Context: an optimization exercise on an open-source flow, tuned for small area and a short achievable clock period. The choices shown serve that exercise and are no tape-out recipe.
Only simulation tests tie the RTL to the original design; equivalence was not proved.

===== flow/config.mk =====
export PLATFORM = sky130hd
export DESIGN_NAME = hsv2rgb_pipe
export DESIGN_NICKNAME = hsv2rgb_pipe
export VERILOG_FILES = /design/flow/design.v
export SDC_FILE = /design/flow/constraint.sdc
export NUM_CORES = 4
export LEC_CHECK = 0
export CAP_MARGIN = 20
export CORE_MARGIN = 2
export CORE_UTILIZATION = 40
export CTS_BUF_LIST = sky130_fd_sc_hd__clkbuf_8
export SLEW_MARGIN = 20
export SYNTH_HIERARCHICAL = 1
export SYNTH_MINIMUM_KEEP_SIZE = 0

===== flow/flow/run.sh =====
#!/bin/bash
# The standard layout (standard.sh), with plain buffers on the ports
# instead of the delay buffers buffer_ports picks by default.
set -euo pipefail
export BUFFER_PORTS_ARGS="-buffer_cell sky130_fd_sc_hd__buf_1"
bash standard.sh SETUP_SLACK_MARGIN=10.7 finish > standard.log 2>&1

===== flow/standard.sh =====
#!/bin/bash
# synth_recipe.tcl (not shown) runs the flow's synth.tcl, then flattens the netlist and writes it again
# the make line also repeats each setting of config.mk as NAME=value (left out here)
make -C /OpenROAD-flow-scripts/flow DESIGN_CONFIG=/design/flow/config.mk WORK_HOME=/design/flow/orfs CLKGATE_MAP_FILE= SYNTH_SCRIPT=/design/flow/synth_recipe.tcl "${@:-finish}"

===== flow/constraint.sdc =====
create_clock -name core_clock -period 15.0 [get_ports {clk}]
set_input_delay 3.0000 -clock core_clock [delete_from_list [all_inputs] [get_ports {clk}]]
set_output_delay 3.0000 -clock core_clock [all_outputs]
set_load 0.01 [all_outputs]

===== flow/design.v =====
module hsv_fa (input a, input b, input c, output s, output co);
    assign s = a ^ b ^ c;
    assign co = (a & b) | (c & (a ^ b));
endmodule
module hsv_ha (input a, input b, output s, output co);
    assign s = a ^ b;
    assign co = a & b;
endmodule
module hsv_han (input a, input b, output s, output co);
    assign s = ~(a ^ b);
    assign co = a | b;
endmodule
module hsv2rgb_pipe (
        input clk,
        input rst_n,
        input in_valid,
        input [7:0] h,
        input [7:0] s,
        input [7:0] v,
        output reg out_valid,
        output reg [7:0] r,
        output reg [7:0] g,
        output reg [7:0] b
    );
    reg vld0, vld1, vld2;
    reg [7:0] h0, s0, v0;
    wire [2:0] region = (h0 >= 8'd215) ? 3'd5 : (h0 >= 8'd172) ? 3'd4 :
                        (h0 >= 8'd129) ? 3'd3 : (h0 >= 8'd86) ? 3'd2 :
                        (h0 >= 8'd43) ? 3'd1 : 3'd0;
    wire [6:0] h3 = h0[6:0] + {h0[5:0], 1'b0};
    wire [6:0] k3 = h3 - {4'd0, region};
    wire even = ~region[0];
    wire [7:0] x_c = {k3 ^ {7{even}}, even};
    wire [2:0] sel_c = (s0 == 8'd0) ? 3'd7 : region;
    reg [2:0] sel1;
    reg [7:0] x1, s1, v1;
    wire [7:0] u_c, p_c;
    wire mu_pp01 = s1[0] & x1[1];
    wire mu_pp02 = s1[0] & x1[2];
    wire mu_pp03 = s1[0] & x1[3];
    wire mu_pp04 = s1[0] & x1[4];
    wire mu_pp05 = s1[0] & x1[5];
    wire mu_pp06 = s1[0] & x1[6];
    wire mu_pp07 = s1[0] & x1[7];
    wire mu_pp10 = s1[1] & x1[0];
    wire mu_pp11 = s1[1] & x1[1];
    wire mu_pp12 = s1[1] & x1[2];
    wire mu_pp13 = s1[1] & x1[3];
    wire mu_pp14 = s1[1] & x1[4];
    wire mu_pp15 = s1[1] & x1[5];
    wire mu_pp16 = s1[1] & x1[6];
    wire mu_pp17 = s1[1] & x1[7];
    wire mu_pp20 = s1[2] & x1[0];
    wire mu_pp21 = s1[2] & x1[1];
    wire mu_pp22 = s1[2] & x1[2];
    wire mu_pp23 = s1[2] & x1[3];
    wire mu_pp24 = s1[2] & x1[4];
    wire mu_pp25 = s1[2] & x1[5];
    wire mu_pp26 = s1[2] & x1[6];
    wire mu_pp27 = s1[2] & x1[7];
    wire mu_pp30 = s1[3] & x1[0];
    wire mu_pp31 = s1[3] & x1[1];
    wire mu_pp32 = s1[3] & x1[2];
    wire mu_pp33 = s1[3] & x1[3];
    wire mu_pp34 = s1[3] & x1[4];
    wire mu_pp35 = s1[3] & x1[5];
    wire mu_pp36 = s1[3] & x1[6];
    wire mu_pp37 = s1[3] & x1[7];
    wire mu_pp40 = s1[4] & x1[0];
    wire mu_pp41 = s1[4] & x1[1];
    wire mu_pp42 = s1[4] & x1[2];
    wire mu_pp43 = s1[4] & x1[3];
    wire mu_pp44 = s1[4] & x1[4];
    wire mu_pp45 = s1[4] & x1[5];
    wire mu_pp46 = s1[4] & x1[6];
    wire mu_pp47 = s1[4] & x1[7];
    wire mu_pp50 = s1[5] & x1[0];
    wire mu_pp51 = s1[5] & x1[1];
    wire mu_pp52 = s1[5] & x1[2];
    wire mu_pp53 = s1[5] & x1[3];
    wire mu_pp54 = s1[5] & x1[4];
    wire mu_pp55 = s1[5] & x1[5];
    wire mu_pp56 = s1[5] & x1[6];
    wire mu_pp57 = s1[5] & x1[7];
    wire mu_pp60 = s1[6] & x1[0];
    wire mu_pp61 = s1[6] & x1[1];
    wire mu_pp62 = s1[6] & x1[2];
    wire mu_pp63 = s1[6] & x1[3];
    wire mu_pp64 = s1[6] & x1[4];
    wire mu_pp65 = s1[6] & x1[5];
    wire mu_pp66 = s1[6] & x1[6];
    wire mu_pp67 = s1[6] & x1[7];
    wire mu_pp70 = s1[7] & x1[0];
    wire mu_pp71 = s1[7] & x1[1];
    wire mu_pp72 = s1[7] & x1[2];
    wire mu_pp73 = s1[7] & x1[3];
    wire mu_pp74 = s1[7] & x1[4];
    wire mu_pp75 = s1[7] & x1[5];
    wire mu_pp76 = s1[7] & x1[6];
    wire mu_pp77 = s1[7] & x1[7];
    wire mu_t1, mu_t2;
    hsv_ha mu_t1_ha (.a(mu_pp06), .b(mu_pp15), .s(mu_t1), .co(mu_t2));
    wire mu_t3, mu_t4;
    hsv_fa mu_t3_fa (.a(mu_pp07), .b(mu_pp16), .c(mu_pp25), .s(mu_t3), .co(mu_t4));
    wire mu_t5, mu_t6;
    hsv_ha mu_t5_ha (.a(mu_pp34), .b(mu_pp43), .s(mu_t5), .co(mu_t6));
    wire mu_t7, mu_t8;
    hsv_fa mu_t7_fa (.a(mu_pp17), .b(mu_pp26), .c(mu_pp35), .s(mu_t7), .co(mu_t8));
    wire mu_t9, mu_t10;
    hsv_ha mu_t9_ha (.a(mu_pp44), .b(mu_pp53), .s(mu_t9), .co(mu_t10));
    wire mu_t11, mu_t12;
    hsv_fa mu_t11_fa (.a(mu_pp27), .b(mu_pp36), .c(mu_pp45), .s(mu_t11), .co(mu_t12));
    wire mu_t13, mu_t14;
    hsv_ha mu_t13_ha (.a(mu_pp04), .b(mu_pp13), .s(mu_t13), .co(mu_t14));
    wire mu_t15, mu_t16;
    hsv_fa mu_t15_fa (.a(mu_pp05), .b(mu_pp14), .c(mu_pp23), .s(mu_t15), .co(mu_t16));
    wire mu_t17, mu_t18;
    hsv_ha mu_t17_ha (.a(mu_pp32), .b(mu_pp41), .s(mu_t17), .co(mu_t18));
    wire mu_t19, mu_t20;
    hsv_fa mu_t19_fa (.a(mu_t1), .b(mu_pp24), .c(mu_pp33), .s(mu_t19), .co(mu_t20));
    wire mu_t21, mu_t22;
    hsv_fa mu_t21_fa (.a(mu_pp42), .b(mu_pp51), .c(mu_pp60), .s(mu_t21), .co(mu_t22));
    wire mu_t23, mu_t24;
    hsv_fa mu_t23_fa (.a(mu_t2), .b(mu_t3), .c(mu_t5), .s(mu_t23), .co(mu_t24));
    wire mu_t25, mu_t26;
    hsv_fa mu_t25_fa (.a(mu_pp52), .b(mu_pp61), .c(mu_pp70), .s(mu_t25), .co(mu_t26));
    wire mu_t27, mu_t28;
    hsv_fa mu_t27_fa (.a(mu_t4), .b(mu_t6), .c(mu_t7), .s(mu_t27), .co(mu_t28));
    wire mu_t29, mu_t30;
    hsv_fa mu_t29_fa (.a(mu_t9), .b(mu_pp62), .c(mu_pp71), .s(mu_t29), .co(mu_t30));
    wire mu_t31, mu_t32;
    hsv_fa mu_t31_fa (.a(mu_t8), .b(mu_t10), .c(mu_t11), .s(mu_t31), .co(mu_t32));
    wire mu_t33, mu_t34;
    hsv_fa mu_t33_fa (.a(mu_pp54), .b(mu_pp63), .c(mu_pp72), .s(mu_t33), .co(mu_t34));
    wire mu_t35, mu_t36;
    hsv_fa mu_t35_fa (.a(mu_t12), .b(mu_pp37), .c(mu_pp46), .s(mu_t35), .co(mu_t36));
    wire mu_t37, mu_t38;
    hsv_fa mu_t37_fa (.a(mu_pp55), .b(mu_pp64), .c(mu_pp73), .s(mu_t37), .co(mu_t38));
    wire mu_t39, mu_t40;
    hsv_fa mu_t39_fa (.a(mu_pp47), .b(mu_pp56), .c(mu_pp65), .s(mu_t39), .co(mu_t40));
    wire mu_t41, mu_t42;
    hsv_ha mu_t41_ha (.a(mu_pp03), .b(mu_pp12), .s(mu_t41), .co(mu_t42));
    wire mu_t43, mu_t44;
    hsv_fa mu_t43_fa (.a(mu_t13), .b(mu_pp22), .c(mu_pp31), .s(mu_t43), .co(mu_t44));
    wire mu_t45, mu_t46;
    hsv_fa mu_t45_fa (.a(mu_t14), .b(mu_t15), .c(mu_t17), .s(mu_t45), .co(mu_t46));
    wire mu_t47, mu_t48;
    hsv_fa mu_t47_fa (.a(mu_t16), .b(mu_t18), .c(mu_t19), .s(mu_t47), .co(mu_t48));
    wire mu_t49, mu_t50;
    hsv_fa mu_t49_fa (.a(mu_t20), .b(mu_t22), .c(mu_t23), .s(mu_t49), .co(mu_t50));
    wire mu_t51, mu_t52;
    hsv_fa mu_t51_fa (.a(mu_t24), .b(mu_t26), .c(mu_t27), .s(mu_t51), .co(mu_t52));
    wire mu_t53, mu_t54;
    hsv_fa mu_t53_fa (.a(mu_t28), .b(mu_t30), .c(mu_t31), .s(mu_t53), .co(mu_t54));
    wire mu_t55, mu_t56;
    hsv_fa mu_t55_fa (.a(mu_t32), .b(mu_t34), .c(mu_t35), .s(mu_t55), .co(mu_t56));
    wire mu_t57, mu_t58;
    hsv_fa mu_t57_fa (.a(mu_t36), .b(mu_t38), .c(mu_t39), .s(mu_t57), .co(mu_t58));
    wire mu_t59, mu_t60;
    hsv_fa mu_t59_fa (.a(mu_t40), .b(mu_pp57), .c(mu_pp66), .s(mu_t59), .co(mu_t60));
    wire mu_t61, mu_t62;
    hsv_ha mu_t61_ha (.a(mu_pp02), .b(mu_pp11), .s(mu_t61), .co(mu_t62));
    wire mu_t63, mu_t64;
    hsv_fa mu_t63_fa (.a(mu_t41), .b(mu_pp21), .c(mu_pp30), .s(mu_t63), .co(mu_t64));
    wire mu_t65, mu_t66;
    hsv_fa mu_t65_fa (.a(mu_t42), .b(mu_t43), .c(mu_pp40), .s(mu_t65), .co(mu_t66));
    wire mu_t67, mu_t68;
    hsv_fa mu_t67_fa (.a(mu_t44), .b(mu_t45), .c(mu_pp50), .s(mu_t67), .co(mu_t68));
    wire mu_t69, mu_t70;
    hsv_fa mu_t69_fa (.a(mu_t46), .b(mu_t47), .c(mu_t21), .s(mu_t69), .co(mu_t70));
    wire mu_t71, mu_t72;
    hsv_fa mu_t71_fa (.a(mu_t48), .b(mu_t49), .c(mu_t25), .s(mu_t71), .co(mu_t72));
    wire mu_t73, mu_t74;
    hsv_fa mu_t73_fa (.a(mu_t50), .b(mu_t51), .c(mu_t29), .s(mu_t73), .co(mu_t74));
    wire mu_t75, mu_t76;
    hsv_fa mu_t75_fa (.a(mu_t52), .b(mu_t53), .c(mu_t33), .s(mu_t75), .co(mu_t76));
    wire mu_t77, mu_t78;
    hsv_fa mu_t77_fa (.a(mu_t54), .b(mu_t55), .c(mu_t37), .s(mu_t77), .co(mu_t78));
    wire mu_t79, mu_t80;
    hsv_fa mu_t79_fa (.a(mu_t56), .b(mu_t57), .c(mu_pp74), .s(mu_t79), .co(mu_t80));
    wire mu_t81, mu_t82;
    hsv_fa mu_t81_fa (.a(mu_t58), .b(mu_t59), .c(mu_pp75), .s(mu_t81), .co(mu_t82));
    wire mu_t83, mu_t84;
    hsv_fa mu_t83_fa (.a(mu_t60), .b(mu_pp67), .c(mu_pp76), .s(mu_t83), .co(mu_t84));
    wire [15:0] mu_ra = {1'b0, mu_t84, mu_t82, mu_t80, mu_t78, mu_t76, mu_t74, mu_t72, mu_t70, mu_t68, mu_t66, mu_t64, mu_t62, mu_t61, mu_pp01, 1'b0};
    wire [15:0] mu_rb = {1'b0, mu_pp77, mu_t83, mu_t81, mu_t79, mu_t77, mu_t75, mu_t73, mu_t71, mu_t69, mu_t67, mu_t65, mu_t63, mu_pp20, mu_pp10, 1'b0};
    wire [15:0] mu_sum = mu_ra + mu_rb;
    assign u_c = mu_sum[15:8];
    wire mp_pp01 = v1[0] & ~s1[1];
    wire mp_pp02 = v1[0] & ~s1[2];
    wire mp_pp03 = v1[0] & ~s1[3];
    wire mp_pp04 = v1[0] & ~s1[4];
    wire mp_pp05 = v1[0] & ~s1[5];
    wire mp_pp06 = v1[0] & ~s1[6];
    wire mp_pp07 = v1[0] & ~s1[7];
    wire mp_pp10 = v1[1] & ~s1[0];
    wire mp_pp11 = v1[1] & ~s1[1];
    wire mp_pp12 = v1[1] & ~s1[2];
    wire mp_pp13 = v1[1] & ~s1[3];
    wire mp_pp14 = v1[1] & ~s1[4];
    wire mp_pp15 = v1[1] & ~s1[5];
    wire mp_pp16 = v1[1] & ~s1[6];
    wire mp_pp17 = v1[1] & ~s1[7];
    wire mp_pp20 = v1[2] & ~s1[0];
    wire mp_pp21 = v1[2] & ~s1[1];
    wire mp_pp22 = v1[2] & ~s1[2];
    wire mp_pp23 = v1[2] & ~s1[3];
    wire mp_pp24 = v1[2] & ~s1[4];
    wire mp_pp25 = v1[2] & ~s1[5];
    wire mp_pp26 = v1[2] & ~s1[6];
    wire mp_pp27 = v1[2] & ~s1[7];
    wire mp_pp30 = v1[3] & ~s1[0];
    wire mp_pp31 = v1[3] & ~s1[1];
    wire mp_pp32 = v1[3] & ~s1[2];
    wire mp_pp33 = v1[3] & ~s1[3];
    wire mp_pp34 = v1[3] & ~s1[4];
    wire mp_pp35 = v1[3] & ~s1[5];
    wire mp_pp36 = v1[3] & ~s1[6];
    wire mp_pp37 = v1[3] & ~s1[7];
    wire mp_pp40 = v1[4] & ~s1[0];
    wire mp_pp41 = v1[4] & ~s1[1];
    wire mp_pp42 = v1[4] & ~s1[2];
    wire mp_pp43 = v1[4] & ~s1[3];
    wire mp_pp44 = v1[4] & ~s1[4];
    wire mp_pp45 = v1[4] & ~s1[5];
    wire mp_pp46 = v1[4] & ~s1[6];
    wire mp_pp47 = v1[4] & ~s1[7];
    wire mp_pp50 = v1[5] & ~s1[0];
    wire mp_pp51 = v1[5] & ~s1[1];
    wire mp_pp52 = v1[5] & ~s1[2];
    wire mp_pp53 = v1[5] & ~s1[3];
    wire mp_pp54 = v1[5] & ~s1[4];
    wire mp_pp55 = v1[5] & ~s1[5];
    wire mp_pp56 = v1[5] & ~s1[6];
    wire mp_pp57 = v1[5] & ~s1[7];
    wire mp_pp60 = v1[6] & ~s1[0];
    wire mp_pp61 = v1[6] & ~s1[1];
    wire mp_pp62 = v1[6] & ~s1[2];
    wire mp_pp63 = v1[6] & ~s1[3];
    wire mp_pp64 = v1[6] & ~s1[4];
    wire mp_pp65 = v1[6] & ~s1[5];
    wire mp_pp66 = v1[6] & ~s1[6];
    wire mp_pp67 = v1[6] & ~s1[7];
    wire mp_pp70 = v1[7] & ~s1[0];
    wire mp_pp71 = v1[7] & ~s1[1];
    wire mp_pp72 = v1[7] & ~s1[2];
    wire mp_pp73 = v1[7] & ~s1[3];
    wire mp_pp74 = v1[7] & ~s1[4];
    wire mp_pp75 = v1[7] & ~s1[5];
    wire mp_pp76 = v1[7] & ~s1[6];
    wire mp_pp77 = v1[7] & ~s1[7];
    wire mp_t1, mp_t2;
    hsv_ha mp_t1_ha (.a(mp_pp06), .b(mp_pp15), .s(mp_t1), .co(mp_t2));
    wire mp_t3, mp_t4;
    hsv_fa mp_t3_fa (.a(mp_pp07), .b(mp_pp16), .c(mp_pp25), .s(mp_t3), .co(mp_t4));
    wire mp_t5, mp_t6;
    hsv_ha mp_t5_ha (.a(mp_pp34), .b(mp_pp43), .s(mp_t5), .co(mp_t6));
    wire mp_t7, mp_t8;
    hsv_fa mp_t7_fa (.a(mp_pp17), .b(mp_pp26), .c(mp_pp35), .s(mp_t7), .co(mp_t8));
    wire mp_t9, mp_t10;
    hsv_ha mp_t9_ha (.a(mp_pp44), .b(mp_pp53), .s(mp_t9), .co(mp_t10));
    wire mp_t11, mp_t12;
    hsv_fa mp_t11_fa (.a(mp_pp27), .b(mp_pp36), .c(mp_pp45), .s(mp_t11), .co(mp_t12));
    wire mp_t13, mp_t14;
    hsv_ha mp_t13_ha (.a(mp_pp04), .b(mp_pp13), .s(mp_t13), .co(mp_t14));
    wire mp_t15, mp_t16;
    hsv_fa mp_t15_fa (.a(mp_pp05), .b(mp_pp14), .c(mp_pp23), .s(mp_t15), .co(mp_t16));
    wire mp_t17, mp_t18;
    hsv_ha mp_t17_ha (.a(mp_pp32), .b(mp_pp41), .s(mp_t17), .co(mp_t18));
    wire mp_t19, mp_t20;
    hsv_fa mp_t19_fa (.a(mp_t1), .b(mp_pp24), .c(mp_pp33), .s(mp_t19), .co(mp_t20));
    wire mp_t21, mp_t22;
    hsv_fa mp_t21_fa (.a(mp_pp42), .b(mp_pp51), .c(mp_pp60), .s(mp_t21), .co(mp_t22));
    wire mp_t23, mp_t24;
    hsv_fa mp_t23_fa (.a(mp_t2), .b(mp_t3), .c(mp_t5), .s(mp_t23), .co(mp_t24));
    wire mp_t25, mp_t26;
    hsv_fa mp_t25_fa (.a(mp_pp52), .b(mp_pp61), .c(mp_pp70), .s(mp_t25), .co(mp_t26));
    wire mp_t27, mp_t28;
    hsv_fa mp_t27_fa (.a(mp_t4), .b(mp_t6), .c(mp_t7), .s(mp_t27), .co(mp_t28));
    wire mp_t29, mp_t30;
    hsv_fa mp_t29_fa (.a(mp_t9), .b(mp_pp62), .c(mp_pp71), .s(mp_t29), .co(mp_t30));
    wire mp_t31, mp_t32;
    hsv_fa mp_t31_fa (.a(mp_t8), .b(mp_t10), .c(mp_t11), .s(mp_t31), .co(mp_t32));
    wire mp_t33, mp_t34;
    hsv_fa mp_t33_fa (.a(mp_pp54), .b(mp_pp63), .c(mp_pp72), .s(mp_t33), .co(mp_t34));
    wire mp_t35, mp_t36;
    hsv_fa mp_t35_fa (.a(mp_t12), .b(mp_pp37), .c(mp_pp46), .s(mp_t35), .co(mp_t36));
    wire mp_t37, mp_t38;
    hsv_fa mp_t37_fa (.a(mp_pp55), .b(mp_pp64), .c(mp_pp73), .s(mp_t37), .co(mp_t38));
    wire mp_t39, mp_t40;
    hsv_fa mp_t39_fa (.a(mp_pp47), .b(mp_pp56), .c(mp_pp65), .s(mp_t39), .co(mp_t40));
    wire mp_t41, mp_t42;
    hsv_ha mp_t41_ha (.a(mp_pp03), .b(mp_pp12), .s(mp_t41), .co(mp_t42));
    wire mp_t43, mp_t44;
    hsv_fa mp_t43_fa (.a(mp_t13), .b(mp_pp22), .c(mp_pp31), .s(mp_t43), .co(mp_t44));
    wire mp_t45, mp_t46;
    hsv_fa mp_t45_fa (.a(mp_t14), .b(mp_t15), .c(mp_t17), .s(mp_t45), .co(mp_t46));
    wire mp_t47, mp_t48;
    hsv_fa mp_t47_fa (.a(mp_t16), .b(mp_t18), .c(mp_t19), .s(mp_t47), .co(mp_t48));
    wire mp_t49, mp_t50;
    hsv_fa mp_t49_fa (.a(mp_t20), .b(mp_t22), .c(mp_t23), .s(mp_t49), .co(mp_t50));
    wire mp_t51, mp_t52;
    hsv_fa mp_t51_fa (.a(mp_t24), .b(mp_t26), .c(mp_t27), .s(mp_t51), .co(mp_t52));
    wire mp_t53, mp_t54;
    hsv_fa mp_t53_fa (.a(mp_t28), .b(mp_t30), .c(mp_t31), .s(mp_t53), .co(mp_t54));
    wire mp_t55, mp_t56;
    hsv_fa mp_t55_fa (.a(mp_t32), .b(mp_t34), .c(mp_t35), .s(mp_t55), .co(mp_t56));
    wire mp_t57, mp_t58;
    hsv_fa mp_t57_fa (.a(mp_t36), .b(mp_t38), .c(mp_t39), .s(mp_t57), .co(mp_t58));
    wire mp_t59, mp_t60;
    hsv_fa mp_t59_fa (.a(mp_t40), .b(mp_pp57), .c(mp_pp66), .s(mp_t59), .co(mp_t60));
    wire mp_t61, mp_t62;
    hsv_ha mp_t61_ha (.a(mp_pp02), .b(mp_pp11), .s(mp_t61), .co(mp_t62));
    wire mp_t63, mp_t64;
    hsv_fa mp_t63_fa (.a(mp_t41), .b(mp_pp21), .c(mp_pp30), .s(mp_t63), .co(mp_t64));
    wire mp_t65, mp_t66;
    hsv_fa mp_t65_fa (.a(mp_t42), .b(mp_t43), .c(mp_pp40), .s(mp_t65), .co(mp_t66));
    wire mp_t67, mp_t68;
    hsv_fa mp_t67_fa (.a(mp_t44), .b(mp_t45), .c(mp_pp50), .s(mp_t67), .co(mp_t68));
    wire mp_t69, mp_t70;
    hsv_fa mp_t69_fa (.a(mp_t46), .b(mp_t47), .c(mp_t21), .s(mp_t69), .co(mp_t70));
    wire mp_t71, mp_t72;
    hsv_fa mp_t71_fa (.a(mp_t48), .b(mp_t49), .c(mp_t25), .s(mp_t71), .co(mp_t72));
    wire mp_t73, mp_t74;
    hsv_fa mp_t73_fa (.a(mp_t50), .b(mp_t51), .c(mp_t29), .s(mp_t73), .co(mp_t74));
    wire mp_t75, mp_t76;
    hsv_fa mp_t75_fa (.a(mp_t52), .b(mp_t53), .c(mp_t33), .s(mp_t75), .co(mp_t76));
    wire mp_t77, mp_t78;
    hsv_fa mp_t77_fa (.a(mp_t54), .b(mp_t55), .c(mp_t37), .s(mp_t77), .co(mp_t78));
    wire mp_t79, mp_t80;
    hsv_fa mp_t79_fa (.a(mp_t56), .b(mp_t57), .c(mp_pp74), .s(mp_t79), .co(mp_t80));
    wire mp_t81, mp_t82;
    hsv_fa mp_t81_fa (.a(mp_t58), .b(mp_t59), .c(mp_pp75), .s(mp_t81), .co(mp_t82));
    wire mp_t83, mp_t84;
    hsv_fa mp_t83_fa (.a(mp_t60), .b(mp_pp67), .c(mp_pp76), .s(mp_t83), .co(mp_t84));
    wire [15:0] mp_ra = {1'b0, mp_t84, mp_t82, mp_t80, mp_t78, mp_t76, mp_t74, mp_t72, mp_t70, mp_t68, mp_t66, mp_t64, mp_t62, mp_t61, mp_pp01, 1'b0};
    wire [15:0] mp_rb = {1'b0, mp_pp77, mp_t83, mp_t81, mp_t79, mp_t77, mp_t75, mp_t73, mp_t71, mp_t69, mp_t67, mp_t65, mp_t63, mp_pp20, mp_pp10, 1'b0};
    wire [15:0] mp_sum = mp_ra + mp_rb;
    assign p_c = mp_sum[15:8];
    reg [2:0] sel2;
    reg [7:0] nu2, p2, v2;
    wire [7:0] w_c;
    wire mw_pp01 = v2[0] & nu2[1];
    wire mw_pp02 = v2[0] & nu2[2];
    wire mw_pp03 = v2[0] & nu2[3];
    wire mw_pp04 = v2[0] & nu2[4];
    wire mw_pp05 = v2[0] & nu2[5];
    wire mw_pp06 = v2[0] & nu2[6];
    wire mw_pp07 = v2[0] & nu2[7];
    wire mw_pp10 = v2[1] & nu2[0];
    wire mw_pp11 = v2[1] & nu2[1];
    wire mw_pp12 = v2[1] & nu2[2];
    wire mw_pp13 = v2[1] & nu2[3];
    wire mw_pp14 = v2[1] & nu2[4];
    wire mw_pp15 = v2[1] & nu2[5];
    wire mw_pp16 = v2[1] & nu2[6];
    wire mw_pp17 = v2[1] & nu2[7];
    wire mw_pp20 = v2[2] & nu2[0];
    wire mw_pp21 = v2[2] & nu2[1];
    wire mw_pp22 = v2[2] & nu2[2];
    wire mw_pp23 = v2[2] & nu2[3];
    wire mw_pp24 = v2[2] & nu2[4];
    wire mw_pp25 = v2[2] & nu2[5];
    wire mw_pp26 = v2[2] & nu2[6];
    wire mw_pp27 = v2[2] & nu2[7];
    wire mw_pp30 = v2[3] & nu2[0];
    wire mw_pp31 = v2[3] & nu2[1];
    wire mw_pp32 = v2[3] & nu2[2];
    wire mw_pp33 = v2[3] & nu2[3];
    wire mw_pp34 = v2[3] & nu2[4];
    wire mw_pp35 = v2[3] & nu2[5];
    wire mw_pp36 = v2[3] & nu2[6];
    wire mw_pp37 = v2[3] & nu2[7];
    wire mw_pp40 = v2[4] & nu2[0];
    wire mw_pp41 = v2[4] & nu2[1];
    wire mw_pp42 = v2[4] & nu2[2];
    wire mw_pp43 = v2[4] & nu2[3];
    wire mw_pp44 = v2[4] & nu2[4];
    wire mw_pp45 = v2[4] & nu2[5];
    wire mw_pp46 = v2[4] & nu2[6];
    wire mw_pp47 = v2[4] & nu2[7];
    wire mw_pp50 = v2[5] & nu2[0];
    wire mw_pp51 = v2[5] & nu2[1];
    wire mw_pp52 = v2[5] & nu2[2];
    wire mw_pp53 = v2[5] & nu2[3];
    wire mw_pp54 = v2[5] & nu2[4];
    wire mw_pp55 = v2[5] & nu2[5];
    wire mw_pp56 = v2[5] & nu2[6];
    wire mw_pp57 = v2[5] & nu2[7];
    wire mw_pp60 = v2[6] & nu2[0];
    wire mw_pp61 = v2[6] & nu2[1];
    wire mw_pp62 = v2[6] & nu2[2];
    wire mw_pp63 = v2[6] & nu2[3];
    wire mw_pp64 = v2[6] & nu2[4];
    wire mw_pp65 = v2[6] & nu2[5];
    wire mw_pp66 = v2[6] & nu2[6];
    wire mw_pp67 = v2[6] & nu2[7];
    wire mw_pp70 = v2[7] & nu2[0];
    wire mw_pp71 = v2[7] & nu2[1];
    wire mw_pp72 = v2[7] & nu2[2];
    wire mw_pp73 = v2[7] & nu2[3];
    wire mw_pp74 = v2[7] & nu2[4];
    wire mw_pp75 = v2[7] & nu2[5];
    wire mw_pp76 = v2[7] & nu2[6];
    wire mw_pp77 = v2[7] & nu2[7];
    wire mw_t1, mw_t2;
    hsv_ha mw_t1_ha (.a(mw_pp06), .b(mw_pp15), .s(mw_t1), .co(mw_t2));
    wire mw_t3, mw_t4;
    hsv_fa mw_t3_fa (.a(mw_pp07), .b(mw_pp16), .c(mw_pp25), .s(mw_t3), .co(mw_t4));
    wire mw_t5, mw_t6;
    hsv_ha mw_t5_ha (.a(mw_pp34), .b(mw_pp43), .s(mw_t5), .co(mw_t6));
    wire mw_t7, mw_t8;
    hsv_fa mw_t7_fa (.a(mw_pp17), .b(mw_pp26), .c(mw_pp35), .s(mw_t7), .co(mw_t8));
    wire mw_t9, mw_t10;
    hsv_ha mw_t9_ha (.a(mw_pp44), .b(mw_pp53), .s(mw_t9), .co(mw_t10));
    wire mw_t11, mw_t12;
    hsv_fa mw_t11_fa (.a(mw_pp27), .b(mw_pp36), .c(mw_pp45), .s(mw_t11), .co(mw_t12));
    wire mw_t13, mw_t14;
    hsv_ha mw_t13_ha (.a(mw_pp04), .b(mw_pp13), .s(mw_t13), .co(mw_t14));
    wire mw_t15, mw_t16;
    hsv_fa mw_t15_fa (.a(mw_pp05), .b(mw_pp14), .c(mw_pp23), .s(mw_t15), .co(mw_t16));
    wire mw_t17, mw_t18;
    hsv_ha mw_t17_ha (.a(mw_pp32), .b(mw_pp41), .s(mw_t17), .co(mw_t18));
    wire mw_t19, mw_t20;
    hsv_fa mw_t19_fa (.a(mw_t1), .b(mw_pp24), .c(mw_pp33), .s(mw_t19), .co(mw_t20));
    wire mw_t21, mw_t22;
    hsv_fa mw_t21_fa (.a(mw_pp42), .b(mw_pp51), .c(mw_pp60), .s(mw_t21), .co(mw_t22));
    wire mw_t23, mw_t24;
    hsv_fa mw_t23_fa (.a(mw_t2), .b(mw_t3), .c(mw_t5), .s(mw_t23), .co(mw_t24));
    wire mw_t25, mw_t26;
    hsv_fa mw_t25_fa (.a(mw_pp52), .b(mw_pp61), .c(mw_pp70), .s(mw_t25), .co(mw_t26));
    wire mw_t27, mw_t28;
    hsv_fa mw_t27_fa (.a(mw_t4), .b(mw_t6), .c(mw_t7), .s(mw_t27), .co(mw_t28));
    wire mw_t29, mw_t30;
    hsv_fa mw_t29_fa (.a(mw_t9), .b(mw_pp62), .c(mw_pp71), .s(mw_t29), .co(mw_t30));
    wire mw_t31, mw_t32;
    hsv_fa mw_t31_fa (.a(mw_t8), .b(mw_t10), .c(mw_t11), .s(mw_t31), .co(mw_t32));
    wire mw_t33, mw_t34;
    hsv_fa mw_t33_fa (.a(mw_pp54), .b(mw_pp63), .c(mw_pp72), .s(mw_t33), .co(mw_t34));
    wire mw_t35, mw_t36;
    hsv_fa mw_t35_fa (.a(mw_t12), .b(mw_pp37), .c(mw_pp46), .s(mw_t35), .co(mw_t36));
    wire mw_t37, mw_t38;
    hsv_fa mw_t37_fa (.a(mw_pp55), .b(mw_pp64), .c(mw_pp73), .s(mw_t37), .co(mw_t38));
    wire mw_t39, mw_t40;
    hsv_fa mw_t39_fa (.a(mw_pp47), .b(mw_pp56), .c(mw_pp65), .s(mw_t39), .co(mw_t40));
    wire mw_t41, mw_t42;
    hsv_ha mw_t41_ha (.a(mw_pp03), .b(mw_pp12), .s(mw_t41), .co(mw_t42));
    wire mw_t43, mw_t44;
    hsv_fa mw_t43_fa (.a(mw_t13), .b(mw_pp22), .c(mw_pp31), .s(mw_t43), .co(mw_t44));
    wire mw_t45, mw_t46;
    hsv_fa mw_t45_fa (.a(mw_t14), .b(mw_t15), .c(mw_t17), .s(mw_t45), .co(mw_t46));
    wire mw_t47, mw_t48;
    hsv_fa mw_t47_fa (.a(mw_t16), .b(mw_t18), .c(mw_t19), .s(mw_t47), .co(mw_t48));
    wire mw_t49, mw_t50;
    hsv_fa mw_t49_fa (.a(mw_t20), .b(mw_t22), .c(mw_t23), .s(mw_t49), .co(mw_t50));
    wire mw_t51, mw_t52;
    hsv_fa mw_t51_fa (.a(mw_t24), .b(mw_t26), .c(mw_t27), .s(mw_t51), .co(mw_t52));
    wire mw_t53, mw_t54;
    hsv_fa mw_t53_fa (.a(mw_t28), .b(mw_t30), .c(mw_t31), .s(mw_t53), .co(mw_t54));
    wire mw_t55, mw_t56;
    hsv_fa mw_t55_fa (.a(mw_t32), .b(mw_t34), .c(mw_t35), .s(mw_t55), .co(mw_t56));
    wire mw_t57, mw_t58;
    hsv_fa mw_t57_fa (.a(mw_t36), .b(mw_t38), .c(mw_t39), .s(mw_t57), .co(mw_t58));
    wire mw_t59, mw_t60;
    hsv_fa mw_t59_fa (.a(mw_t40), .b(mw_pp57), .c(mw_pp66), .s(mw_t59), .co(mw_t60));
    wire mw_t61, mw_t62;
    hsv_ha mw_t61_ha (.a(mw_pp02), .b(mw_pp11), .s(mw_t61), .co(mw_t62));
    wire mw_t63, mw_t64;
    hsv_fa mw_t63_fa (.a(mw_t41), .b(mw_pp21), .c(mw_pp30), .s(mw_t63), .co(mw_t64));
    wire mw_t65, mw_t66;
    hsv_fa mw_t65_fa (.a(mw_t42), .b(mw_t43), .c(mw_pp40), .s(mw_t65), .co(mw_t66));
    wire mw_t67, mw_t68;
    hsv_fa mw_t67_fa (.a(mw_t44), .b(mw_t45), .c(mw_pp50), .s(mw_t67), .co(mw_t68));
    wire mw_t69, mw_t70;
    hsv_fa mw_t69_fa (.a(mw_t46), .b(mw_t47), .c(mw_t21), .s(mw_t69), .co(mw_t70));
    wire mw_t71, mw_t72;
    hsv_fa mw_t71_fa (.a(mw_t48), .b(mw_t49), .c(mw_t25), .s(mw_t71), .co(mw_t72));
    wire mw_t73, mw_t74;
    hsv_fa mw_t73_fa (.a(mw_t50), .b(mw_t51), .c(mw_t29), .s(mw_t73), .co(mw_t74));
    wire mw_t75, mw_t76;
    hsv_fa mw_t75_fa (.a(mw_t52), .b(mw_t53), .c(mw_t33), .s(mw_t75), .co(mw_t76));
    wire mw_t77, mw_t78;
    hsv_fa mw_t77_fa (.a(mw_t54), .b(mw_t55), .c(mw_t37), .s(mw_t77), .co(mw_t78));
    wire mw_t79, mw_t80;
    hsv_fa mw_t79_fa (.a(mw_t56), .b(mw_t57), .c(mw_pp74), .s(mw_t79), .co(mw_t80));
    wire mw_t81, mw_t82;
    hsv_fa mw_t81_fa (.a(mw_t58), .b(mw_t59), .c(mw_pp75), .s(mw_t81), .co(mw_t82));
    wire mw_t83, mw_t84;
    hsv_fa mw_t83_fa (.a(mw_t60), .b(mw_pp67), .c(mw_pp76), .s(mw_t83), .co(mw_t84));
    wire [15:0] mw_ra = {1'b0, mw_t84, mw_t82, mw_t80, mw_t78, mw_t76, mw_t74, mw_t72, mw_t70, mw_t68, mw_t66, mw_t64, mw_t62, mw_t61, mw_pp01, 1'b0};
    wire [15:0] mw_rb = {1'b0, mw_pp77, mw_t83, mw_t81, mw_t79, mw_t77, mw_t75, mw_t73, mw_t71, mw_t69, mw_t67, mw_t65, mw_t63, mw_pp20, mw_pp10, 1'b0};
    wire [15:0] mw_sum = mw_ra + mw_rb;
    assign w_c = mw_sum[15:8];
    reg [2:0] wsel;
    reg [2:0] vsel;
    always @* begin
        case (sel2)
            3'd0: begin wsel = 3'b010; vsel = 3'b100; end
            3'd1: begin wsel = 3'b100; vsel = 3'b010; end
            3'd2: begin wsel = 3'b001; vsel = 3'b010; end
            3'd3: begin wsel = 3'b010; vsel = 3'b001; end
            3'd4: begin wsel = 3'b100; vsel = 3'b001; end
            3'd5: begin wsel = 3'b001; vsel = 3'b100; end
            default: begin wsel = 3'b000; vsel = 3'b111; end
        endcase
    end
    wire [7:0] r_n = vsel[2] ? v2 : p2;
    wire [7:0] g_n = vsel[1] ? v2 : p2;
    wire [7:0] b_n = vsel[0] ? v2 : p2;
    always @(posedge clk or negedge rst_n) begin
        if (!rst_n) begin
            vld0 <= 1'b0;
            vld1 <= 1'b0;
            vld2 <= 1'b0;
            out_valid <= 1'b0;
        end else begin
            vld0 <= in_valid;
            vld1 <= vld0;
            vld2 <= vld1;
            out_valid <= vld2;
        end
    end
    always @(posedge clk) begin
        h0 <= h;
        s0 <= s;
        v0 <= v;
        sel1 <= sel_c;
        x1 <= x_c;
        s1 <= s0;
        v1 <= v0;
        sel2 <= sel1;
        nu2 <= ~u_c;
        p2 <= p_c;
        v2 <= v1;
        r <= wsel[2] ? w_c : r_n;
        g <= wsel[1] ? w_c : g_n;
        b <= wsel[0] ? w_c : b_n;
    end
endmodule

==> run summary, run 1 <==
status no timing/DRC/antenna violations; antenna violations before repair 0; DRT Pass-1 Iters 5; most frequent cells in the layout and2_1 (121), fa_1 (108), dfxtp_1 (83); Mapped Nets 991; CTS tree yes; DR iter-0 viols ~230; syn_area_per_cell 10.7 µm²; Crit Path Max Fanout 10; root buf cell clkbuf_8; WP data required 15.24 ns; Async S/R FF share, synth 3.77%; Post-DP HPWL 13300 µm; Synth Instances 778; first-pass GRT wire length around 29000 µm; Critical-path top delay cell fa_1; most frequent cell on the critical path fa_1; maximum number of pins on one net before global-route repair 19; routed wire length per instance 15.1 µm; routed vias/inst 5.02; crit path cell chain and2_1 > fa_1 > fa_1 > fa_1 > fa_1 > ha_4 > o2111ai_2 > nor2_1 > o2bb2ai_1 > mux2i_1 > xor2_1 > mux2i_1; layout cells sized above 1 7.52%; Core Area approximately 20000 µm²; hold_buf cts 0; most common cell after layout, fill and taps aside and2_1; Mapped Area a little over 8000 µm²; Fin Setup TNS 0 ns; Final #Nets roughly 1000; register area share after synthesis 25.8%; Post-CTS Setup Inserts 0; final worst setup slack about 11 ns; number of global-route vias before repair slightly below 6000; RSZ-0062 raised after global routing yes; Yosys top cell area share 26.1%; Die Height 148 µm; crit path DAT 4.38 ns; slew of the pin with the lowest slew margin 0.791 ns; cell family with most CP delay adder cells; Cell variety after synth 53; Synth area leader fa_1; Yosys warnings 7; P&R area growth vs syn 9.00%; Clock Latency Late Sink about 0.38 ns; Post-Route WL around 17000 µm; grt total ovfl 0; number of diodes 0; final setup violating endpoints 0; crit path launch type flip-flop; Crit. End Element flip-flop; H-Tree Depth 3; final estimated routing congestion in global placement 0.818; post-route antenna net violation count 0; class of the worst hold path flip-flop to flip-flop; CP Class flip-flop to flip-flop; EDFF count, synth 0; IO buf count 51; DRC errors left 0; post-synthesis register bit count 106; Rows 52; Primary FF master, synth dfxtp_1; CP peak stage delay about 0.57 ns; Worst slew margin 46.2%; Buf+Inv Stages, Crit Path 0; # IOs 52; Tmin final approximately 4.1 ns; vias 5497; Die Wd approximately 150 µm; max-slew violations 0; top cells by area, synth fa_1 (26%), dfxtp_1 (25%), ha_1 (12%), and2_1 (9.1%), nor2b_1 (5.9%); period utilization 27.6%; Initial Util 40.9%; final hold vios 0; Max Root-Sink Buffers 2; Achievable Freq 241 MHz; CTS clk-pin slew, worst paths 0.11 ns; total die area 21900 µm²; CTS Buf Count 9; Placement Setup Slack 10.66 ns; Tot GR Track Use 16.3%; Max-Cap Viols 0; final clock skew 0.0176 ns; CTS sink cnt 106
-- modules after synthesis, one instance, submodules excluded --
module        times used  area [µm²]
hsv_ha                21        12.5
hsv_fa               105        20.0
hsv2rgb_pipe           1        5930
-- layer usage --
metal / vias to the layer above / global-route usage [%] / part of all wire [%]
li1: 2691 / - / -
met1: 2669 / 22.2 / 47
met2: 118 / 26.6 / 47
met3: 19 / 2.90 / 3.8
met4: 0 / 4.76 / 1.6
met5: - / 0 / 0
-- state kept, by name, indices dropped and copies added (netlist names) --
| signal | count |
|---|---|
| b | 8 |
| g | 8 |
| h0 | 8 |
| nu2 | 8 |
| out_valid | 1 |
| p2 | 8 |
| r | 8 |
| s0 | 8 |
| s1 | 8 |
| sel1 | 3 |
| sel2 | 3 |
| v0 | 8 |
| v1 | 8 |
| v2 | 8 |
| vld0 | 1 |
| vld1 | 1 |
| vld2 | 1 |
| x1 | 8 |
-- kinds of logic (layout without fill, tap and decap cells) --
| group | count (synthesis) | count (layout) | share of synthesized area, % |
|---|---|---|---|
| AND/OR/NAND/NOR | 270 | 270 | 19.1 |
| flip-flops | 106 | 106 | 25.8 |
| multiplexers | 14 | 14 | 1.82 |
| adder cells (fa/ha/maj) | 186 | 186 | 37.8 |
| XOR/XNOR | 34 | 34 | 3.68 |
| AO/OA/AOI/OAI | 122 | 122 | 9.62 |
| buffers and inverters | 46 | 92 | 2.19 |
-- stage by stage --
step | area [µm²] | util, % | instances | hold slack (ns)
2_1_floorplan | 8300 | - | 778 | 0.310
3_3_place_gp | 8740 | 43.0 | 1077 | 0.311
3_5_place_dp | 8740 | 43.0 | 1077 | 0.312
4_1_cts | 8950 | 44.1 | 1093 | 0.336
5_1_grt | 9040 | 44.6 | 1094 | 0.329
6_report | 9040 | 44.6 | 1094 | 0.330
-- worst reg2reg max path, cell delays in order, from the launching register on --
cell and delay [ns]:
dfxtp_4 0.40, and2_1 0.19, fa_1 0.57, fa_1 0.43
fa_1 0.52, fa_1 0.45, ha_4 0.30, o2111ai_2 0.16
nor2_1 0.13, o2bb2ai_1 0.15, mux2i_1 0.23, xor2_1 0.32
mux2i_1 0.14
-- final timing paths --
check,startpoint,end,slack [ns],cells after the start
min in group asynchronous,rst_n,vld2,2.43,1
setup / recovery,v2[0],b[4],10.86,12
setup reg to reg,v2[0],b[4],10.86,12
hold reg to reg,v0[2],v1[2],0.33,0
hold / removal,v0[2],v1[2],0.33,0
max in group asynchronous,rst_n,out_valid,12.39,1
-- synthesized netlist by cell type (all sizes together), types with 17 or more instances --
cell type  instances
a211oi            17
clkbuf            17
o21ai             22
nor2b             78
dfxtp            102
xnor2             18
a21oi             41
nand2             28
ha                78
and2             122
fa               108
inv               24
-- what timing repair did --
item	in CTS	in global routing
resized for setup	4	25
endpoints found under the setup margin	5	30
hold endpoints to repair	0	0
pin swaps	0	2
-- layout make-up --
type / count / area (µm²)
multi-input cells: 626 / 6040
repair buffers: 52 / 199
well taps: 270 / 338
inverters: 24 / 90.1
flip-flops and latches: 106 / 2170
clock buffers: 10 / 138
fillers: 1968 / 11300
clock inverters: 6 / 72.6
==> inputs of run 2 (changes only) <==
==> flow/flow/run.sh (replaced) <==
#!/bin/bash
# The standard layout (standard.sh), with plain buffers on the ports
# instead of the delay buffers buffer_ports picks by default.
set -euo pipefail
export BUFFER_PORTS_ARGS="-buffer_cell sky130_fd_sc_hd__buf_1"
bash standard.sh SETUP_SLACK_MARGIN=10.9 finish > standard.log 2>&1
==> run 2 against run 1 <==
Against the previous run: clock skew increased by 0.0021 ns; clock-buffer cell count unchanged; setup slack improved by 0.11 ns; highest routed layer unchanged.
==> run summary, run 2 <==
routed wire length per instance 15.3 µm (was 15.1 µm); final clock skew 0.0197 ns (was 0.0176 ns); crit path launch type flip-flop (unchanged); Tot GR Track Use 16.4% (was 16.3%); status no timing/DRC/antenna violations (unchanged); DR top layer met4 (unchanged); Max-Cap Viols 0 (unchanged); Max Root-Sink Buffers 2 (unchanged); WL met1 8140 µm (was 7840 µm); most common cell after layout, fill and taps aside and2_1 (unchanged); most frequent cell after synthesis and2_1 (unchanged); Worst slew margin 44.7% (was 46.2%); H-Tree Depth 3 (unchanged); Die Wd 148 µm (unchanged); routed vias/inst 5.00 (was 5.02); Clock Latency Late Sink 0.38 ns (about the same); Tmin final 4.03 ns (was 4.14 ns); crit path DAT 4.27 ns (was 4.38 ns); CTS sink cnt 106 (unchanged); CTS tree yes (unchanged); Cell variety after synth 53 (unchanged); Critical-path top delay cell fa_1 (unchanged); register area share after synthesis 25.8% (unchanged); number of diodes 0 (unchanged); final hold vios 0 (unchanged); post-route antenna net violation count 0 (unchanged); layout cells sized above 1 13.2% (was 7.52%); Mapped Area 8300 µm² (unchanged); P&R area growth vs syn 13.4% (was 9.00%); period utilization 26.9% (was 27.6%); DRC errors left 0 (unchanged); CTS clk-pin slew, worst paths 0.11 ns (about the same); Commonest cells post-synth and2_1 (121), fa_1 (108), dfxtp_1 (102) (unchanged); Crit. End Element flip-flop (unchanged); Post-DP HPWL 13300 µm (unchanged); post-synthesis register bit count 106 (unchanged); Die Height 148 µm (unchanged); Initial Util 40.9% (unchanged); fill count 1943 (was 1968); Synth Instances 778 (unchanged); Final #Nets 1051 (was 1032); met3 wire length 512 µm (was 628 µm); CP Class flip-flop to flip-flop (unchanged); final estimated routing congestion in global placement 0.818 (unchanged); CTS Buf Count 9 (unchanged); vias 5567 (was 5497); CP peak stage delay 0.55 ns (was 0.57 ns); wire length on met2 8180 µm (was 7820 µm); Post-Route WL 17100 µm (was 16500 µm); DR iter-0 viols 245 (was 232); slew of the pin with the lowest slew margin 0.813 ns (was 0.791 ns); Primary FF master, synth dfxtp_1 (unchanged); syn_area_per_cell 10.7 µm² (unchanged); max-slew violations 0 (unchanged); crit path cell chain and2_4 > fa_1 > fa_1 > fa_1 > fa_1 > ha_4 > o2111ai_4 > nor2_2 > o2bb2ai_2 > mux2i_1 > xor2_1 > buf_4 > mux2i_1 (was and2_1 > fa_1 > fa_1 > fa_1 > fa_1 > ha_4 > o2111ai_2 > nor2_1 > o2bb2ai_1 > mux2i_1 > xor2_1 > mux2i_1); class of the worst hold path flip-flop to flip-flop (unchanged); Fin Setup TNS 0 ns (unchanged); Rows 52 (unchanged); Achievable Freq 248 MHz (was 241 MHz); Synth area leader fa_1 (unchanged); antenna violations before repair 0 (unchanged); IO buf count 51 (unchanged); maximum number of pins on one net before global-route repair 19 (unchanged); total die area 21900 µm² (unchanged); Crit Path Max Fanout 4 (was 10); RSZ-0062 raised after global routing yes (unchanged); Yosys top cell area share 26.1% (unchanged); most frequent cells in the layout and2_1 (118), fa_1 (104), dfxtp_1 (78) (was and2_1 (121), fa_1 (108), dfxtp_1 (83)); grt total ovfl 0 (unchanged); Mapped Nets 991 (unchanged); Core Area 20300 µm² (unchanged); EDFF count, synth 0 (unchanged); most frequent cell on the critical path fa_1 (unchanged); DRT Pass-1 Iters 6 (was 5); Yosys warnings 7 (unchanged); first-pass GRT wire length 28600 µm (was 28500 µm); WP data required 15.24 ns (about the same); final setup violating endpoints 0 (unchanged); top cells by area, synth fa_1 (26%), dfxtp_1 (25%), ha_1 (12%), and2_1 (9.1%), nor2b_1 (5.9%) (unchanged); Async S/R FF share, synth 3.77% (unchanged); number of global-route vias before repair 5796 (was 5774); root buf cell clkbuf_8 (unchanged); # IOs 52 (unchanged)
==> run 2: Yosys stat by module (local to each module, per instance) <==
module | flops+latches | cell area (µm²) | cells inside
hsv2rgb_pipe | 106 | 5930 | 652
hsv_ha | 0 | 12.5 | 1
hsv_fa | 0 | 20.0 | 1
==> run 2: metal layers <==
metal | vias to the layer above | track usage (%)
li1 | 2727 | -
met1 | 2738 | 22.2
met2 | 85 | 26.8
met3 | 17 | 2.96
met4 | 0 | 4.81
met5 | - | 0
==> run 2: through the flow <==
stage / setup slack (ns) / hold WS, ns / area [µm²] / instances / util (%)
6_report: 10.97 / 0.330 / 9410 / 1113 / 46.3
4_1_cts: 10.88 / 0.332 / 9020 / 1094 / 44.4
3_5_place_dp: 10.66 / 0.312 / 8740 / 1077 / 43.0
2_1_floorplan: 11.02 / 0.310 / 8300 / 778 / -
5_1_grt: 10.83 / 0.327 / 9410 / 1113 / 46.3
3_3_place_gp: 10.67 / 0.311 / 8740 / 1077 / 43.0
==> run 2: layout make-up <==
cell class                      count  area [µm²]  share of cell area (%)
Sequential cell                   106        2220                    23.6
Tap cell                          270         338                    3.59
Inverter                           24        90.1                   0.958
Clock inverter                      6        72.6                   0.771
Clock buffer                       10         138                    1.46
Timing Repair Buffer               71         342                    3.63
Multi-Input combinational cell    626        6210                    66.0
==> run 2: final timing paths <==
| kind | from | end | slack, ns | cells after the start |
|---|---|---|---|---|
| worst min register to register | v0[1] | v1[1] | 0.33 | 0 |
| min in group asynchronous | rst_n | vld2 | 2.43 | 1 |
| max in group asynchronous | rst_n | out_valid | 12.39 | 1 |
| worst min-delay path | v0[1] | v1[1] | 0.33 | 0 |
| worst max register to register | v2[2] | b[4] | 10.97 | 13 |
| worst max-delay path | v2[2] | b[4] | 10.97 | 13 |
==> run 2: critical path: cells and delay by family (launching register included) <==
family,cells,cell delay (ns)
buffers and inverters,1,0.15
xor gates and xnor gates,1,0.18
DFF,1,0.37
AOI/OAI and AO/OA,2,0.27
and+or+nand+nor,2,0.31
muxes,2,0.30
adders and majority gates,5,2.30
==> run 2: cells by family after synthesis <==
| logic type | synth area share, % |
|---|---|
| simple gates | 19.1 |
| fa+ha+maj | 37.8 |
| compound gates | 9.62 |
| flops | 25.8 |
| buf+inv | 2.19 |
| xor+xnor | 3.68 |
| mux | 1.82 |
==> run 2: repair_timing <==
action / 4_1_cts / 5_1_grt
setup buffers: 1 / 18
pin swaps: 1 / 21
resized for setup: 24 / 59
hold buffers: 0 / 0
endpoints found under the setup margin: 30 / 32
==> inputs of run 3 (changes only) <==
==> flow/flow/run.sh (replaced) <==
#!/bin/bash
# The standard layout (standard.sh), with plain buffers on the ports
# instead of the delay buffers buffer_ports picks by default.
set -euo pipefail
export BUFFER_PORTS_ARGS="-buffer_cell sky130_fd_sc_hd__buf_1"
bash standard.sh SETUP_SLACK_MARGIN=11.1 finish > standard.log 2>&1
==> run 3 against run 2 <==
Against the previous run: still clean; area after synthesis is the same; register-to-register slack got worse by 0.03 ns; sequential cell count is the same; critical endpoint is now b[5].
==> run summary, run 3 <==
compound-gate portion of the synthesized area 9.62% (unchanged); status no timing/DRC/antenna violations (unchanged); grt total ovfl 0 (unchanged); Post-Route WL 17600 µm (was 17100 µm); H-Tree Depth 3 (unchanged); period utilization 27.1% (was 26.9%); final estimated routing congestion in global placement 0.865 (was 0.818); syn_area_per_cell 10.7 µm² (unchanged); final setup violating endpoints 0 (unchanged); Die Height 148 µm (unchanged); vias 5685 (was 5567); layout cells sized above 1 23.3% (was 13.2%); DRT Pass-1 Iters 4 (was 6); Die Wd 148 µm (unchanged); CTS tree yes (unchanged); Crit. End Element flip-flop (unchanged); Async S/R FF share, synth 3.77% (unchanged); max-slew violations 0 (unchanged); first-pass GRT wire length 29000 µm (was 28600 µm); register area share after synthesis 25.8% (unchanged); placed insts 1079 (was 1077); maximum number of pins on one net before global-route repair 17 (was 19); crit path cell chain buf_4 > and2_4 > fa_2 > fa_1 > fa_2 > fa_1 > ha_4 > buf_4 > and3_4 > o221ai_4 > and2_4 > o2111ai_4 > o21ai_1 (was and2_4 > fa_1 > fa_1 > fa_1 > fa_1 > ha_4 > o2111ai_4 > nor2_2 > o2bb2ai_2 > mux2i_1 > xor2_1 > buf_4 > mux2i_1); number of global-route vias before repair 5879 (was 5796); Buf+Inv Stages, Crit Path 2 (was 1); simple-gate area share of the yosys netlist 19.1% (unchanged); top cells by area, synth fa_1 (26%), dfxtp_1 (25%), ha_1 (12%), and2_1 (9.1%), nor2b_1 (5.9%) (unchanged); final clock skew 0.0113 ns (was 0.0197 ns); CP peak stage delay 0.57 ns (was 0.55 ns); P&R area growth vs syn 20.3% (was 13.4%); Tmin final 4.06 ns (was 4.03 ns); antenna violations before repair 0 (unchanged); most common cell after layout, fill and taps aside and2_1 (unchanged); Cell variety after synth 53 (unchanged); Commonest cells post-synth and2_1 (121), fa_1 (108), dfxtp_1 (102) (unchanged); crit path DAT 4.31 ns (was 4.27 ns); RSZ-0062 raised after global routing yes (unchanged); EDFF count, synth 0 (unchanged); Fin Setup TNS 0 ns (unchanged); CTS Buf Count 9 (unchanged); number of diodes 0 (unchanged); CTS clk-pin slew, worst paths 0.10 ns (was 0.11 ns); Post-DP HPWL 13200 µm (was 13300 µm); Critical-path top delay cell fa_2 (was fa_1); cell family with most CP delay adder cells (unchanged); Clock Latency Late Sink 0.39 ns (was 0.38 ns); DRC errors left 0 (unchanged); cell area after layout 9980 µm² (was 9410 µm²); class of the worst hold path flip-flop to flip-flop (unchanged); WL met1 8260 µm (was 8140 µm); Yosys warnings 7 (unchanged); CTS sink cnt 106 (unchanged); wire length on met2 8720 µm (was 8180 µm); total die area 21900 µm² (unchanged); Mapped Area 8300 µm² (unchanged); Primary FF master, synth dfxtp_1 (unchanged); Core Area 20300 µm² (unchanged); post-route antenna net violation count 0 (unchanged); final hold slack 0.328 ns (was 0.330 ns); WP data required 15.26 ns (was 15.24 ns); crit path launch type flip-flop (unchanged); Synth area leader fa_1 (unchanged); most frequent cell after synthesis and2_1 (unchanged); hold_buf cts 0 (unchanged); Crit Path Max Fanout 4 (unchanged); largest family of logic cells by synthesized area adder cells (unchanged); worst reg-to-reg setup slack 10.94 ns (was 10.97 ns); Mapped Nets 991 (unchanged); routed wire length per instance 15.4 µm (was 15.3 µm); met3 wire length 405 µm (was 512 µm); Max Root-Sink Buffers 2 (unchanged); xor/xnor share of the synthesized area 3.68% (unchanged); Max-Cap Viols 0 (unchanged); Achievable Freq 246 MHz (was 248 MHz); Initial Util 40.9% (unchanged); Post-Synth Adder-Cell Area 37.8% (unchanged); slew of the pin with the lowest slew margin 1.08 ns (was 0.813 ns); DR iter-0 viols 263 (was 245); Yosys top cell area share 26.1% (unchanged); Tot GR Track Use 16.5% (was 16.4%); post-route insts no fill 1145 (was 1113); CP Class flip-flop to flip-flop (unchanged); final hold vios 0 (unchanged); root buf cell clkbuf_8 (unchanged); # IOs 52 (unchanged); IO buf count 51 (unchanged); Worst slew margin 27.8% (was 44.7%); post-synthesis register bit count 106 (unchanged); Synth Instances 778 (unchanged); Final #Nets 1085 (was 1051); Placed Area 8770 µm² (was 8740 µm²); most frequent cells in the layout and2_1 (114), fa_1 (97), dfxtp_1 (77) (was and2_1 (118), fa_1 (104), dfxtp_1 (78)); post-synthesis mux area share 1.82% (unchanged); routed vias/inst 4.97 (was 5.00); DR top layer met4 (unchanged); Rows 52 (unchanged)
[run 3: cell types whose count changed in the layout (fill, tap and decap cells not counted), sizes merged]
cell	previous run	this run
bufinv	1	2
clkbuf	10	23
clkinv	3	1
buf	71	91
[run 3: path summary, 6_finish.rpt]
path                             from        end  depth (start not counted)
worst max-delay path            v2[2]       b[5]                         13
worst min-delay path            v0[2]      v1[2]                          0
worst max register to register  v2[2]       b[5]                         13
worst min register to register  v0[2]      v1[2]                          0
max in group asynchronous       rst_n  out_valid                          1
min in group asynchronous       rst_n       vld0                          1
[run 3: what timing repair did]
action / 4_1_cts / 5_1_grt
buffers inserted: 24 / 27
resized for setup: 82 / 80
pin swaps: 30 / 58
endpoints found under the setup margin: 38 / 47
[run 3: cells by family after synthesis]
logic type,count (synthesis)
AO/OA/AOI/OAI,122
XOR/XNOR,34
adder cells (fa/ha/maj),186
buffers and inverters,46
flip-flops,106
multiplexers,14
AND/OR/NAND/NOR,270
[run 3: layout make-up]
cell class / count / area (µm²)
well taps: 270 / 338
fillers: 1893 / 10300
flip-flops and latches: 106 / 2230
repair buffers: 105 / 637
inverters: 24 / 90.1
multi-input cells: 626 / 6480
clock inverters: 5 / 81.3
clock buffers: 9 / 124
[run 3: per-module statistics from Yosys (local to each module, per instance)]
module	times used	flip-flops and latches	cell area, µm²
hsv_fa	105	0	20.0
hsv_ha	21	0	12.5
hsv2rgb_pipe	1	106	5930
[run 3: per-layer routing]
layer  global-route usage, %  vias to the layer above
met4                    3.90                        0
met3                    2.50                       15
met1                    22.4                     2815
li1                        -                     2793
met5                       0                        -
met2                    27.8                       62
[run 3: metrics by stage]
step | setup WS (ns) | utilization (%)
after global placement | 10.68 | 43.2
after floorplan | 11.10 | -
after CTS | 10.91 | 46.7
after detailed placement | 10.65 | 43.2
after global routing | 10.83 | 49.2
final | 10.94 | 49.2
==> inputs of run 4 (changes only) <==
==> flow/flow/run.sh (replaced) <==
#!/bin/bash
set -euo pipefail
export BUFFER_PORTS_ARGS="-buffer_cell sky130_fd_sc_hd__buf_1"
bash standard.sh SETUP_SLACK_MARGIN=10.7 finish > standard.log 2>&1
==> run 4 against run 3 <==
Against the previous run: still clean on timing, DRC and antenna; non-clock buffer count decreased by 53; die area unchanged; hold slack improved by 0.0023 ns; register-to-register slack got worse by 0.08 ns; critical path type unchanged; critical endpoint is now b[4]; largest cell class unchanged.
==> run summary, run 4 <==
status no timing/DRC/antenna violations (unchanged); Buf+Inv Stages, Crit Path 0 (was 2); cell family with most CP delay adder cells (unchanged); H-Tree Depth 3 (unchanged); Final #Nets 1032 (was 1085); first-pass GRT wire length 28500 µm (was 29000 µm); EDFF count, synth 0 (unchanged); most frequent cell on the critical path fa_1; crit path cell chain and2_1 > fa_1 > fa_1 > fa_1 > fa_1 > ha_4 > o2111ai_2 > nor2_1 > o2bb2ai_1 > mux2i_1 > xor2_1 > mux2i_1 (was buf_4 > and2_4 > fa_2 > fa_1 > fa_2 > fa_1 > ha_4 > buf_4 > and3_4 > o221ai_4 > and2_4 > o2111ai_4 > o21ai_1); Worst slew margin 46.2% (was 27.8%); Post-DP HPWL 13300 µm (was 13200 µm); routed vias/inst 5.02 (was 4.97); Core Area 20300 µm² (unchanged); Placement Setup Slack 10.66 ns (was 10.65 ns); number of diodes 0 (unchanged); Fin Setup TNS 0 ns (unchanged); Worst R2R End b[4] (was b[5]); most frequent cells in the layout and2_1 (121), fa_1 (108), dfxtp_1 (83) (was and2_1 (114), fa_1 (97), dfxtp_1 (77)); DRC errors left 0 (unchanged); CTS Buf Count 9 (unchanged); WP data required 15.24 ns (was 15.26 ns); slew of the pin with the lowest slew margin 0.791 ns (was 1.08 ns); final clock skew 0.0176 ns (was 0.0113 ns); Post-CTS Setup Inserts 0 (was 24); CP Class flip-flop to flip-flop (unchanged); layout cells sized above 1 7.52% (was 23.3%); Max-Cap Viols 0 (unchanged); post-synthesis register bit count 106 (unchanged); Critical-path top delay cell fa_1 (was fa_2); final hold vios 0 (unchanged); register area share after synthesis 25.8% (unchanged); hold_buf cts 0 (unchanged); Hold Path Sink v1[2] (unchanged); class of the worst hold path flip-flop to flip-flop (unchanged); max-slew violations 0 (unchanged); Tot GR Track Use 16.3% (was 16.5%); worst hold stages 0 (unchanged); syn_area_per_cell 10.7 µm² (unchanged); Synth area leader fa_1 (unchanged); most frequent cell after synthesis and2_1 (unchanged); HP Start v0[2] (unchanged); total die area 21900 µm² (unchanged); final setup violating endpoints 0 (unchanged); Die Height 148 µm (unchanged); Initial Util 40.9% (unchanged); number of global-route vias before repair 5774 (was 5879); period utilization 27.6% (was 27.1%); Crit. End Element flip-flop (unchanged); DR iter-0 viols 232 (was 263); root buf cell clkbuf_8 (unchanged); Synth Instances 778 (unchanged); fin util 44.6% (was 49.2%); Crit Path Max Fanout 10 (was 4); worst reg-to-reg setup slack 10.86 ns (was 10.94 ns); # IOs 52 (unchanged); Max Root-Sink Buffers 2 (unchanged); P&R area growth vs syn 9.00% (was 20.3%); Post-Route WL 16500 µm (was 17600 µm); Die Wd 148 µm (unchanged); Clock Latency Late Sink 0.38 ns (was 0.39 ns); RSZ-0062 raised after global routing yes (unchanged); Async S/R FF share, synth 3.77% (unchanged); final hold slack 0.330 ns (was 0.328 ns); maximum number of pins on one net before global-route repair 19 (was 17); Tmin final 4.14 ns (was 4.06 ns); Achievable Freq 241 MHz (was 246 MHz); IO buf count 51 (unchanged); Commonest cells post-synth and2_1 (121), fa_1 (108), dfxtp_1 (102) (unchanged); placed insts 1077 (was 1079); CP peak stage delay 0.57 ns (about the same); antenna violations before repair 0 (unchanged); CTS clk-pin slew, worst paths 0.11 ns (was 0.10 ns); Reg2Reg Depth 12 (was 13); Mapped Area 8300 µm² (unchanged); crit path launch type flip-flop (unchanged); Yosys warnings 7 (unchanged); routed wire length per instance 15.1 µm (was 15.4 µm); Rows 52 (unchanged); crit path DAT 4.38 ns (was 4.31 ns); Yosys top cell area share 26.1% (unchanged); DRT Pass-1 Iters 5 (was 4); grt total ovfl 0 (unchanged); Primary FF master, synth dfxtp_1 (unchanged); Mapped Nets 991 (unchanged); worst r2r src v2[0] (was v2[2]); most common cell after layout, fill and taps aside and2_1 (unchanged); post-route antenna net violation count 0 (unchanged); CTS sink cnt 106 (unchanged); Cell variety after synth 53 (unchanged); top cells by area, synth fa_1 (26%), dfxtp_1 (25%), ha_1 (12%), and2_1 (9.1%), nor2b_1 (5.9%) (unchanged); number of cells on the critical path 12 (was 13); vias 5497 (was 5685); final worst setup slack 10.86 ns (was 10.94 ns); post-route insts no fill 1094 (was 1145); final estimated routing congestion in global placement 0.818 (was 0.865); CTS tree yes (unchanged)
==> run 4: cell counts after synthesis <==
No cell type changed its count.
==> run 4: per-module statistics from Yosys, one instance, submodules excluded <==
module,times used,cell area (µm²),flops+latches,cells inside
hsv2rgb_pipe,1,5930,106,652
hsv_fa,105,20.0,0,1
hsv_ha,21,12.5,0,1
==> run 4: final cells by class <==
| type | count | area (µm²) |
|---|---|---|
| repair buffers | 52 | 199 |
| clock inverters | 6 | 72.6 |
| flip-flops and latches | 106 | 2170 |
| well taps | 270 | 338 |
| multi-input cells | 626 | 6040 |
| inverters | 24 | 90.1 |
| fillers | 1968 | 11300 |
| clock buffers | 10 | 138 |
==> run 4: per-stage QoR <==
step / area, µm²
floorplan: 8300
detailed placement: 8740
global placement: 8740
CTS: 8950
finish: 9040
global route: 9040
==> run 4: kinds of logic (layout without fill, tap and decap cells) <==
group,after synthesis,after routing,share of synthesized area [%]
muxes,14,14,1.82
and+or+nand+nor,270,270,19.1
AOI/OAI and AO/OA,122,122,9.62
xor gates and xnor gates,34,34,3.68
adders and majority gates,186,186,37.8
DFF,106,106,25.8
buffers and inverters,46,92,2.19
==> run 4: layer usage <==
metal / routed length [µm] / vias to the layer above / global-route usage, %
met3: 628 / 19 / 2.90
met4: 264 / 0 / 4.76
met1: 7840 / 2669 / 22.2
met2: 7820 / 118 / 26.6
li1: - / 2691 / -
met5: 0 / - / 0
==> run 4: worst max path at each step <==
stage / start / slack (ns) / end
after global placement: v2[0] / 10.67 / b[4]
final: v2[0] / 10.86 / b[4]
after floorplan: s1[7] / 11.02 / p2[4]
after CTS: v2[3] / 10.70 / b[6]
after global routing: v2[0] / 10.64 / b[6]
after detailed placement: v2[1] / 10.66 / b[4]
==> run 4: timing repair <==
item	4_1_cts	5_1_grt
pin swaps	0	2
hold endpoints to repair	0	0
gates resized for setup	4	25
endpoints found under the setup margin	5	30

## re-timing with driven ports
How much do the figures lean on ideal ports? The routed layouts below were timed once more, with nothing changed but the port constraints. Step 1 assumes that a clkbuf_16 drives the clock port and a buf_2 every other input. Step 2 moves the port delays by t, midway between the first and last clock arrival at a register: inputs arrive t later, outputs are due t later. That takes back most of the time a late clock gives input paths. Slacks: ideal ports / drivers / drivers and shift; pairs: ideal ports / drivers.
| run | t (ns) | slack for setup (ns) | worst setup path after step 2 |
|---|---|---|---|
| run 1 | 0.409 | 10.859 / 10.859 / 10.859 | register to register |
| run 2 | 0.413 | 10.968 / 10.968 / 10.968 | register to register |
| run 3 | 0.417 | 10.942 / 10.942 / 10.942 | register to register |
| run 4 | 0.409 | 10.859 / 10.859 / 10.859 | register to register |
After both steps every run listed still meets setup and hold.
